This design comes from an exercise in tuning for small area on the open sky130 flow, not from production work.
Function was checked by simulation only, so behaviour that the tests miss may differ from the original.
Power and IR drop assume default switching activity.

build 29:
Design iq_analyse, start of the top module:
module iq_analyse #
(
  parameter integer DATA_WIDTH = 16
)
(
  input  wire clk,
  input wire  ce,
  input wire strobe_in,
  input wire rst,
  input  wire signed [DATA_WIDTH-1:0]  I_4sum,
  input  wire signed [DATA_WIDTH-1:0]  Q_4sum,
  input  wire [DATA_WIDTH-1:0]  Amp_4sum,
  output reg [6:0] bits_count,
  output wire signed [DATA_WIDTH+8-1:8]  DI_out,
  output wire signed [DATA_WIDTH+8-1:8]  DQ_out,
  output reg max_val_sync,
  output reg strobe_out
);
Size in the first run: roughly 7500 cells after synthesis, ~4100 flip-flops, about 110000 sq um of cells after synthesis.
Settings: LEC_CHECK=0, CAP_MARGIN=20, CORE_MARGIN=2, CORE_UTILIZATION=65, PLACE_DENSITY=0.75, SLEW_MARGIN=20; clock period 10.0 ns.
standard.sh (not shown) runs the stock make flow with config.mk's settings and CLKGATE_MAP_FILE= SYNTH_SCRIPT=/design/flow/synth_recipe.tcl, a recipe that flattens the netlist after the stock synthesis.
==> flow/flow/run.sh <==
#!/bin/bash
# The standard layout (standard.sh: the standard flow's synthesis and ORFS flow, unchanged),
# with settings passed to ORFS through its own variables:
#  - after floorplan, OpenROAD's restructure re-maps the combinational logic (three passes)
#    for area (registers untouched; flow/post_floorplan.tcl);
#  - clock tree: clkbuf_8 at the leaves, clkbuf_4 above them, small sink clusters, no dummy loads;
#  - port buffers: the smallest buffer (buf_1) on every input and output.
set -euo pipefail
here=$(pwd)
mkdir -p "$here/rmp"
export RMP_DIR="$here/rmp"
export RMP_FLOW="$here/flow"
export POST_FLOORPLAN_TCL="$here/flow/post_floorplan.tcl"
export CTS_ARGS="-sink_clustering_enable -repair_clock_nets -dont_use_dummy_load -buf_list sky130_fd_sc_hd__clkbuf_4 -sink_clustering_buffer sky130_fd_sc_hd__clkbuf_8 -sink_clustering_size 15 -sink_clustering_max_diameter 50"
export BUFFER_PORTS_ARGS="-buffer_cell sky130_fd_sc_hd__buf_1"
bash standard.sh > standard.log 2>&1
==> flow/flow/filter_lib.py <==
#!/usr/bin/env python3
"""Copy a liberty file without the cells whose names match the given patterns
(the platform's don't-use cells), for restructure's ABC run."""
import fnmatch, re, sys

src, dst = sys.argv[1], sys.argv[2]
pats = sys.argv[3:]
text = open(src).read()
out = []
pos = 0
cell_re = re.compile(r'^\s*cell\s*\(\s*"?([\w$]+)"?\s*\)\s*\{', re.M)
while True:
    m = cell_re.search(text, pos)
    if not m:
        out.append(text[pos:])
        break
    # find the end of this cell group by brace matching
    depth = 0
    i = m.end() - 1
    while True:
        c = text[i]
        if c == '{':
            depth += 1
        elif c == '}':
            depth -= 1
            if depth == 0:
                break
        i += 1
    name = m.group(1)
    out.append(text[pos:m.start()])
    if not any(fnmatch.fnmatch(name, p) for p in pats):
        out.append(text[m.start():i + 1])
    pos = i + 1
open(dst, 'w').write(''.join(out))
==> flow/flow/post_floorplan.tcl <==
# Area recovery: re-map the combinational logic with ABC (OpenROAD restructure).
# ABC reads a copy of the library without the platform's don't-use cells.
set rmp_lib $::env(RMP_DIR)/restructure.lib
exec python3 $::env(RMP_FLOW)/filter_lib.py [lindex $::env(LIB_FILES) 0] $rmp_lib \
  {*}$::env(DONT_USE_CELLS) *lpflow_* *probe*
puts "restructure: area before [expr [rsz::design_area] * 1e12] um2"
for {set pass 1} {$pass <= 3} {incr pass} {
  restructure -target area \
    -liberty_file $rmp_lib \
    -tielo_port sky130_fd_sc_hd__conb_1/LO \
    -tiehi_port sky130_fd_sc_hd__conb_1/HI \
    -work_dir $::env(RMP_DIR) \
    -abc_logfile $::env(RMP_DIR)/abc_$pass.log
  puts "restructure: area after pass $pass [expr [rsz::design_area] * 1e12] um2"
}
Build 29 finished every step from synthesis to the final layout, and the layout passed the timing, DRC and antenna checks.
Modified inputs, build 47 compared to build 29
==> flow/flow/run.sh <==
#!/bin/bash
# The standard layout (standard.sh: the standard flow's synthesis and ORFS flow, unchanged),
# with settings passed to ORFS through its own variables:
#  - after floorplan, OpenROAD's restructure re-maps the combinational logic
#    for area (registers untouched; flow/post_floorplan.tcl);
#  - clock tree: clkbuf_8 buffers, small sink clusters, no dummy loads;
#  - port buffers: the smallest buffer (buf_1) on every input and output.
set -euo pipefail
here=$(pwd)
mkdir -p "$here/rmp"
export RMP_DIR="$here/rmp"
export RMP_FLOW="$here/flow"
export POST_FLOORPLAN_TCL="$here/flow/post_floorplan.tcl"
export CTS_ARGS="-sink_clustering_enable -repair_clock_nets -dont_use_dummy_load -buf_list sky130_fd_sc_hd__clkbuf_8 -sink_clustering_size 15 -sink_clustering_max_diameter 50"
export BUFFER_PORTS_ARGS="-buffer_cell sky130_fd_sc_hd__buf_1"
bash standard.sh > standard.log 2>&1
==> flow/flow/post_floorplan.tcl <==
# Area recovery: re-map the combinational logic with ABC (OpenROAD restructure).
# ABC reads a copy of the library without the platform's don't-use cells.
set rmp_lib $::env(RMP_DIR)/restructure.lib
exec python3 $::env(RMP_FLOW)/filter_lib.py [lindex $::env(LIB_FILES) 0] $rmp_lib \
  {*}$::env(DONT_USE_CELLS) *lpflow_* *probe*
puts "restructure: area before [expr [rsz::design_area] * 1e12] um2"
restructure -target area \
  -liberty_file $rmp_lib \
  -tielo_port sky130_fd_sc_hd__conb_1/LO \
  -tiehi_port sky130_fd_sc_hd__conb_1/HI \
  -work_dir $::env(RMP_DIR) \
  -abc_logfile $::env(RMP_DIR)/abc.log
puts "restructure: area after [expr [rsz::design_area] * 1e12] um2"
==> comparison <==
When build 47 is set beside build 29, its fraction of met1 tracks used by global routing turns out to be 0.73 points smaller. Compared with build 29, build 47 shows a fraction of power consumed by the clock network that is 1.2 points higher. When the final numbers for build 47 and build 29 were put side by side, the worst-case clock skew turned out to be greater in build 29. Relative to build 29, build 47 improves worst-case setup margin in the final layout. Build 47 ended up with a higher multi-input logic area than build 29 did. Between build 47 and build 29, the utilization does not differ in any meaningful way. Looking at per-cell via count in the routed design, build 47 sits 1.3% higher than build 29 does. Relative to build 29, share of final layout cell area taken by clock buffers and inverters has increased by 0.31 points in build 47.
The following lists how build 73 was set up differently from build 47:
==> flow/flow/run.sh <==
#!/bin/bash
# The standard layout (standard.sh: the standard flow's synthesis and ORFS flow, unchanged),
# with two settings passed to ORFS through its own variables:
#  - clock tree: clkbuf_8 buffers, small sink clusters, no dummy loads;
#  - port buffers: the smallest buffer (buf_1) on every input and output.
set -euo pipefail
export CTS_ARGS="-sink_clustering_enable -repair_clock_nets -dont_use_dummy_load -buf_list sky130_fd_sc_hd__clkbuf_8 -sink_clustering_size 15 -sink_clustering_max_diameter 50"
export BUFFER_PORTS_ARGS="-buffer_cell sky130_fd_sc_hd__buf_1"
bash standard.sh > standard.log 2>&1
removed: flow/flow/filter_lib.py
removed: flow/flow/post_floorplan.tcl
==> summary.txt <==
Sequential share of layout area in build 73 vs build 47: down 1.7 points. Build 73 ended with more fmax than build 47. On design area, build 73 does worse than build 47. The setup slack of build 73 is larger than that of build 47. Delta (build 73 minus build 47): non-clock buffer count went up, post-route total power went down. The clock buffer count number comes out higher for build 73 vs build 47. From build 47 to build 73 the numbers moved as follows: switching share of power moved down; total length of routed wires moved down.

---

Setup of build 71:
Another version of the RTL of iq_analyse (not shown whole).
Size: about 8600 cells after synthesis, about 93 I/O pins, about 0.10 mm^2 of cells after synthesis.
export LEC_CHECK = 0
export CAP_MARGIN = 20
export CORE_MARGIN = 2
export CORE_UTILIZATION = 65
export PLACE_DENSITY = 0.75
export SLEW_MARGIN = 20
create_clock -name core_clock -period 10.0 [get_ports {clk}]
==> flow/flow/run.sh <==
#!/bin/bash
# The standard layout (standard.sh: the standard flow's synthesis and ORFS flow, unchanged),
# with settings passed to ORFS through its own variables:
#  - after floorplan, OpenROAD's restructure re-maps the combinational logic (one pass)
#    for area (registers untouched; flow/post_floorplan.tcl), then o22ai cells
#    with inverted inputs go back to a22o where that saves inverters (flow/peephole.tcl);
#  - clock tree: clkbuf_8 at the leaves, clkbuf_4 above them, small sink clusters, no dummy loads;
#  - port buffers: the smallest buffer (buf_1) on every input and output.
set -euo pipefail
here=$(pwd)
mkdir -p "$here/rmp"
export RMP_DIR="$here/rmp"
export RMP_FLOW="$here/flow"
export POST_FLOORPLAN_TCL="$here/flow/post_floorplan.tcl"
export CTS_ARGS="-sink_clustering_enable -repair_clock_nets -dont_use_dummy_load -buf_list sky130_fd_sc_hd__clkbuf_4 -sink_clustering_buffer sky130_fd_sc_hd__clkbuf_8 -sink_clustering_size 18 -sink_clustering_max_diameter 50"
export BUFFER_PORTS_ARGS="-buffer_cell sky130_fd_sc_hd__buf_1"
bash standard.sh > standard.log 2>&1
Other scripts of this flow, unchanged in this note and not shown: flow/flow/filter_lib.py, flow/flow/peephole.tcl, flow/flow/post_floorplan.tcl
In summary, build 71 completed successfully, with a layout that passed the timing, DRC and antenna checks.
## Diff of input files: build 93 against build 71
--- a/flow/flow/run.sh
+++ b/flow/flow/run.sh
@@ -15 +15 @@
-export CTS_ARGS="-sink_clustering_enable -repair_clock_nets -dont_use_dummy_load -buf_list sky130_fd_sc_hd__clkbuf_4 -sink_clustering_buffer sky130_fd_sc_hd__clkbuf_8 -sink_clustering_size 18 -sink_clustering_max_diameter 50"
+export CTS_ARGS="-sink_clustering_enable -repair_clock_nets -dont_use_dummy_load -buf_list sky130_fd_sc_hd__clkbuf_4 -sink_clustering_buffer sky130_fd_sc_hd__clkbuf_8 -sink_clustering_size 19 -sink_clustering_max_diameter 60"
Findings:
- Total length of routed met3 wires: lower on build 93
- Build 93 ends up with higher register-to-register slack than build 71 does.
- Cmp build 71 and build 93 / worst setup margin / lower: build 71
## Diff of input files: build 58 against build 93
--- a/flow/flow/run.sh
+++ b/flow/flow/run.sh
@@ -7 +7 @@
-#  - clock tree: clkbuf_8 at the leaves, clkbuf_4 above them, small sink clusters, no dummy loads;
+#  - clock tree: clkbuf_8 at the leaves, clkbuf_2 above them, small sink clusters, no dummy loads;
@@ -15 +15 @@
-export CTS_ARGS="-sink_clustering_enable -repair_clock_nets -dont_use_dummy_load -buf_list sky130_fd_sc_hd__clkbuf_4 -sink_clustering_buffer sky130_fd_sc_hd__clkbuf_8 -sink_clustering_size 19 -sink_clustering_max_diameter 60"
+export CTS_ARGS="-sink_clustering_enable -repair_clock_nets -dont_use_dummy_load -buf_list sky130_fd_sc_hd__clkbuf_2 -sink_clustering_buffer sky130_fd_sc_hd__clkbuf_8 -sink_clustering_size 18 -sink_clustering_max_diameter 60"
==> comparison <==
Where minimum period implied by the final worst setup slack is concerned, build 93 is better than build 58.
Looking at number of nets at the end of the flow, build 58 sits above build 93.
Cell count: build 58 higher than build 93
The overall power after layout reported for build 58 is greater than that of build 93 by about 1%.
Summary — final clock period utilization by the worst path, build 58 relative to build 93: higher, by 1.3 points.

---

run 1:
iq_analyse, a different RTL version from the one above (not shown whole).
Size: roughly 7,500 cells after synthesis, about 4,100 flip-flops, ~93 I/O pins, roughly 110,000 sq um of cells after synthesis.
clock: 10.0 ns
lec_check: 0
cap_margin: 20
core_margin: 2
core_utilization: 40
place_density: 0.6
slew_margin: 20
run.sh (not shown) runs the stock make flow with config.mk's settings and CLKGATE_MAP_FILE= SYNTH_SCRIPT=/design/flow/synth_recipe.tcl, a recipe that flattens the netlist after the stock synthesis.
Stock flow here: none of the scripts above is used.
Having completed the whole flow, run 1 delivered a layout that passed the timing, DRC and antenna checks.
Inputs modified between run 1 and run 2:
- CORE_UTILIZATION: 40 -> 65
- CTS_CLUSTER_DIAMETER: unset -> 50
- CTS_BUF_LIST: unset -> sky130_fd_sc_hd__clkbuf_8
- CTS_CLUSTER_SIZE: unset -> 15
- PLACE_DENSITY: 0.6 -> 0.75
Results
Diff run 1 -> run 2: sequential share of cell area went up by 5.5 points, final net count went down by 0.52%, register-to-register slack went down by 60 ps, number of multi-input logic gates was more or less identical. Of the two values seen for busiest layer in global routing, met1 was produced by run 2 and met2 by run 1.
### run 2 -> run 3
- a deleted CTS_CLUSTER_SIZE that had been 15
- a deleted CTS_CLUSTER_DIAMETER that had been 50
## What came out
- Run 3 finished every step from synthesis to the final layout, and the layout passed the timing, DRC and antenna checks.
- When run 3 is measured against run 2, its multi-input combinational area share turns out 1.0 points lower.
- Diff run 3..run 2 | average wire per standard cell | negligible
- Across both runs, met2 wire length was higher for run 3 than for run 2.
- Number of diodes: run 3 lower than run 2
- Run 2 → run 3: routed wire length shows an increase of 6.1%; summed area of non-filler cells in the final layout has increased; minimum setup slack among reg-to-reg paths went up 70 ps.
- Going from run 2 to run 3, post-route worst hold slack shrinks by 29 ps.

---

RTL: one of the versions met above, not the one the previous note started from.
Size: roughly 7,500 cells after synthesis, ~4,100 flip-flops, roughly 93 I/O pins, roughly 110,000 um^2 of cells after synthesis.
clock: 10.0 ns
lec_check: 0
cap_margin: 20
core_margin: 2
core_utilization: 65
place_density: 0.75
slew_margin: 20
standard.sh (not shown) runs the stock make flow with config.mk's settings and CLKGATE_MAP_FILE= SYNTH_SCRIPT=/design/flow/synth_recipe.tcl, a recipe that flattens the netlist after the stock synthesis.
==> flow/flow/run.sh <==
#!/bin/bash
# The standard layout (standard.sh: the standard flow's synthesis and ORFS flow, unchanged),
# with settings passed to ORFS through its own variables:
#  - after floorplan, OpenROAD's restructure re-maps the combinational logic (three passes)
#    for area (registers untouched; flow/post_floorplan.tcl), then o22ai cells
#    fed by four inverters go back to a22o (flow/peephole.tcl);
#  - clock tree: clkbuf_8 at the leaves, clkbuf_4 above them, small sink clusters, no dummy loads;
#  - port buffers: the smallest buffer (buf_1) on every input and output.
set -euo pipefail
here=$(pwd)
mkdir -p "$here/rmp"
export RMP_DIR="$here/rmp"
export RMP_FLOW="$here/flow"
export POST_FLOORPLAN_TCL="$here/flow/post_floorplan.tcl"
export CTS_ARGS="-sink_clustering_enable -repair_clock_nets -dont_use_dummy_load -buf_list sky130_fd_sc_hd__clkbuf_4 -sink_clustering_buffer sky130_fd_sc_hd__clkbuf_8 -sink_clustering_size 18 -sink_clustering_max_diameter 50"
export BUFFER_PORTS_ARGS="-buffer_cell sky130_fd_sc_hd__buf_1"
bash standard.sh > standard.log 2>&1
Other scripts of this flow, unchanged in this note and not shown: flow/flow/filter_lib.py, flow/flow/peephole.tcl, flow/flow/post_floorplan.tcl
The starting point finished clean.
Next try:
--- a/flow/flow/run.sh
+++ b/flow/flow/run.sh
@@ -14,3 +14,3 @@
 export POST_FLOORPLAN_TCL="$here/flow/post_floorplan.tcl"
-export CTS_ARGS="-sink_clustering_enable -repair_clock_nets -dont_use_dummy_load -buf_list sky130_fd_sc_hd__clkbuf_4 -sink_clustering_buffer sky130_fd_sc_hd__clkbuf_8 -sink_clustering_size 18 -sink_clustering_max_diameter 50"
+export CTS_ARGS="-sink_clustering_enable -repair_clock_nets -dont_use_dummy_load -buf_list sky130_fd_sc_hd__clkbuf_4 -sink_clustering_buffer sky130_fd_sc_hd__clkbuf_8 -sink_clustering_size 15 -sink_clustering_max_diameter 50"
 export BUFFER_PORTS_ARGS="-buffer_cell sky130_fd_sc_hd__buf_1"
The changed run ran to the end with no violations.
Setup slack improved by 0.0061 ns.
Fmax barely changes.
Total power goes up by 1.9%.
Clock skew climbs by 0.016 ns.
Area after synthesis does not change.
Final cell count is higher by 0.48%.
Wire length barely changes.
Via count climbs by 0.50%.

==> static timing again, ports no longer ideal <==
The flow's constraints put no driver on any port. The routed layouts listed below were extracted and timed again, unchanged, in two steps. Step 1: set_driving_cell puts a clkbuf_16 on clk and a buf_2 on each other input, an assumption about the parent block. Step 2 times the ports against the registers' clock, not the clock port: input delays grow and output delays shrink by t, the midpoint of the rising clock arrivals with the driver on. Slacks: no drivers / after step 1 / after step 2; pairs: no drivers / after step 1.
run	t, ns	setup WS [ns]	worst slew at a driven data input, ns
build 29	1.414	2.214 / 2.214 / 2.166	0.23
build 47	1.071	3.060 / 3.060 / 2.909	0.16
build 73	1.095	4.139 / 4.139 / 4.139	0.17
build 71	1.377	2.514 / 2.514 / 2.514	0.15
build 93	1.368	2.639 / 2.639 / 2.639	0.15
build 58	1.821	2.505 / 2.505 / 2.505	0.15
run 1	0.934	4.211 / 4.281 / 3.346	0.15
run 2	1.091	4.843 / 4.843 / 4.165	0.14
run 3	1.093	4.912 / 4.912 / 4.160	0.13
the first run of note 4	1.345	2.407 / 2.407 / 2.181	0.26
the second run of note 4	1.373	2.413 / 2.413 / 2.230	0.24
After both steps setup and hold are still met in every run listed. The setup slack of run 1, which loses most, moves by +0.070 ns with the drivers and by -0.865 ns with both steps.
